Source: an optimization exercise on an open RTL-to-GDS flow (aim: small area and a short achievable clock period). Production flows keep margins and buffers that such runs may drop.
The RTL was checked by simulation tests, not by an equivalence proof against the original design.

## v19
==> flow/design.v (excerpt) <==
module ka10_top(
	input wire clk,
	input wire reset,
	input wire sw_power,
	input wire key_stop_sw,
	input wire key_exa_sw,
	input wire key_ex_nxt_sw,
	input wire key_dep_sw,
	input wire key_dep_nxt_sw,
	input wire key_reset_sw,
	input wire key_exe_sw,
	input wire key_sta_sw,
	input wire key_rdi_sw,
	input wire key_cont_sw,
	input wire key_sing_inst,
	input wire key_sing_cycle,
	input wire key_adr_inst,
	input wire key_adr_rd,
	input wire key_adr_wr,
	input wire key_adr_stop,
	input wire key_adr_brk,
	input wire key_par_stop,
	input wire key_nxm_stop,
	input wire key_repeat_sw,
	input wire [0:35] ds,
	input wire [18:35] as,
	input wire sc_stop_sw,
	input wire fm_enable_sw,
	input wire key_repeat_bypass_sw,
	input wire mi_prog_dis_sw,
	input wire [3:9] rdi_sel,
	output wire membus_rd_rq,
	output wire membus_wr_rq,
	output wire membus_rq_cyc,
	output wire membus_wr_rs,
	output wire [21:35] membus_ma,
	output wire [18:21] membus_sel,
	output wire [0:35] membus_mb_out,
	input  wire membus_addr_ack,
	input  wire membus_rd_rs,
	input  wire [0:35] membus_mb_in,
	output wire iobus_iob_reset,
	output wire iobus_datao_clear,
	output wire iobus_datao_set,
	output wire iobus_cono_clear,
	output wire iobus_cono_set,
	output wire iobus_iob_fm_datai,
	output wire iobus_iob_fm_status,
	output wire iobus_rdi_pulse,
	output wire [3:9] iobus_ios,
	output wire [0:35] iobus_iob_out,
	input  wire [1:7] iobus_pi_req,
	input  wire [0:35] iobus_iob_in,
	input  wire iobus_iob_dr_split,
	input  wire iobus_rdi_data,
	output wire ind_run,
	output wire ind_pi_on,
	output wire ind_prog_stop,
	output wire ind_user,
	output wire ind_mem_stop,
	output wire [1:7] ind_pih,
	output wire [1:7] ind_pir,
	output wire [1:7] ind_pio,
	output wire [18:35] ind_pc_reg,
	output wire [0:17] ind_ir_reg,
	output wire [18:35] ind_ma_reg,
	output wire [0:35] ind_mi_reg,
	output wire ind_mi_prog
);
clock: 28.0 ns
lec_check: 0
cap_margin: 10
core_margin: 2
core_utilization: 55
cts_buf_list: sky130_fd_sc_hd__clkbuf_8
cts_cluster_diameter: 50
cts_cluster_size: 15
place_density: 0.65
slew_margin: 10
standard.sh (not shown) runs the stock make flow with config.mk's settings and CLKGATE_MAP_FILE= SYNTH_SCRIPT=/design/flow/synth_recipe.tcl, a recipe that flattens the netlist after the stock synthesis.
==> flow/flow/run.sh <==
#!/bin/bash
# The standard layout (standard.sh, the standard flow's own ORFS run with the standard
# synthesis), with two changes to how it is made:
#  - the port buffers that buffer_ports inserts are sky130_fd_sc_hd__buf_2
#    instead of the resizer's default pick (clkdlybuf4s50_1, a delay cell);
#  - repair_timing is asked for 16 ns of setup margin, so it also works on
#    the paths from inputs to outputs, which otherwise never violate.
# The clock period and constraints are the design's (constraint.sdc).
# Each tool's full output stays in orfs/logs/; standard.sh's own output goes
# to standard_sh.log in this folder.
set -euo pipefail
cd "$(dirname "$0")/.."
bash standard.sh \
  "SETUP_SLACK_MARGIN=16" \
  "BUFFER_PORTS_ARGS=-buffer_cell sky130_fd_sc_hd__buf_2" \
  finish > standard_sh.log 2>&1
v19 did not stop at any stage, and its layout met the timing, DRC and antenna checks.
Relative to v19, the following input files were edited for v7:
- CAP_MARGIN changed from 10 to 25
- CORE_UTILIZATION changed from 55 to 62
- SLEW_MARGIN changed from 10 to 20
- PLACE_DENSITY changed from 0.65 to 0.7
--- a/flow/flow/run.sh
+++ b/flow/flow/run.sh
@@ -3,3 +3,3 @@
 # synthesis), with two changes to how it is made:
-#  - the port buffers that buffer_ports inserts are sky130_fd_sc_hd__buf_2
+#  - the port buffers that buffer_ports inserts are sky130_fd_sc_hd__buf_1
 #    instead of the resizer's default pick (clkdlybuf4s50_1, a delay cell);
@@ -14,3 +14,3 @@
   "SETUP_SLACK_MARGIN=16" \
-  "BUFFER_PORTS_ARGS=-buffer_cell sky130_fd_sc_hd__buf_2" \
+  "BUFFER_PORTS_ARGS=-buffer_cell sky130_fd_sc_hd__buf_1" \
   finish > standard_sh.log 2>&1
Results
- Count of clock-buffer cells in the layout in v7 vs v19: down 13
- Global-route usage sits higher in v7 than in v19.
- Comparing v19 and v7, the lower setup clock skew after layout is on v19.
- Non-clock buffer count (v7 over v19): increase, 8
- | layout cell share with drive strength beyond 1 | v7 vs v19 | 5.0 points lower |
- In v7, the layout filler cell count came out 19% below the value in v19.
- Reported for v19 and v7, maximum net fanout on the critical path turned out identical to the last digit.
- | initial antenna violation count | v7 vs v19 | 4 higher |
- v7 vs. v19: fraction of area in multi-input gates went up by 0.52 points.

[afterwards: timing with drivers on the ports]
The results above use ideal ports. As a check the final layouts listed here were re-extracted and re-timed, cells and wires unchanged. Step 1, drivers: a clkbuf_16 drives clk and a buf_2 each remaining input, both assumed. Step 2 moves the port delays by t, midway between the first and last clock arrival at a register: inputs arrive t later, outputs are due t later. That takes back most of the time a late clock gives input paths. a / b / c = ideal / step 1 / step 2; a / b = the first two.
| run | shift t [ns] | setup WS [ns] | slew at the worst register clock pin (ns) | worst slew at a driven data input, ns | cell pins on the clock port's net |
|---|---|---|---|---|---|
| v19 | 1.028 | 15.889 / 15.825 / 15.825 | 0.11 / 0.11 | 0.13 | 1 |
| v7 | 1.029 | 15.743 / 15.713 / 15.713 | 0.10 / 0.10 | 0.14 | 1 |
After both steps every run listed still meets setup and hold. The setup slack of v19, which loses most, moves by -0.064 ns with the drivers and by -0.064 ns with both steps.
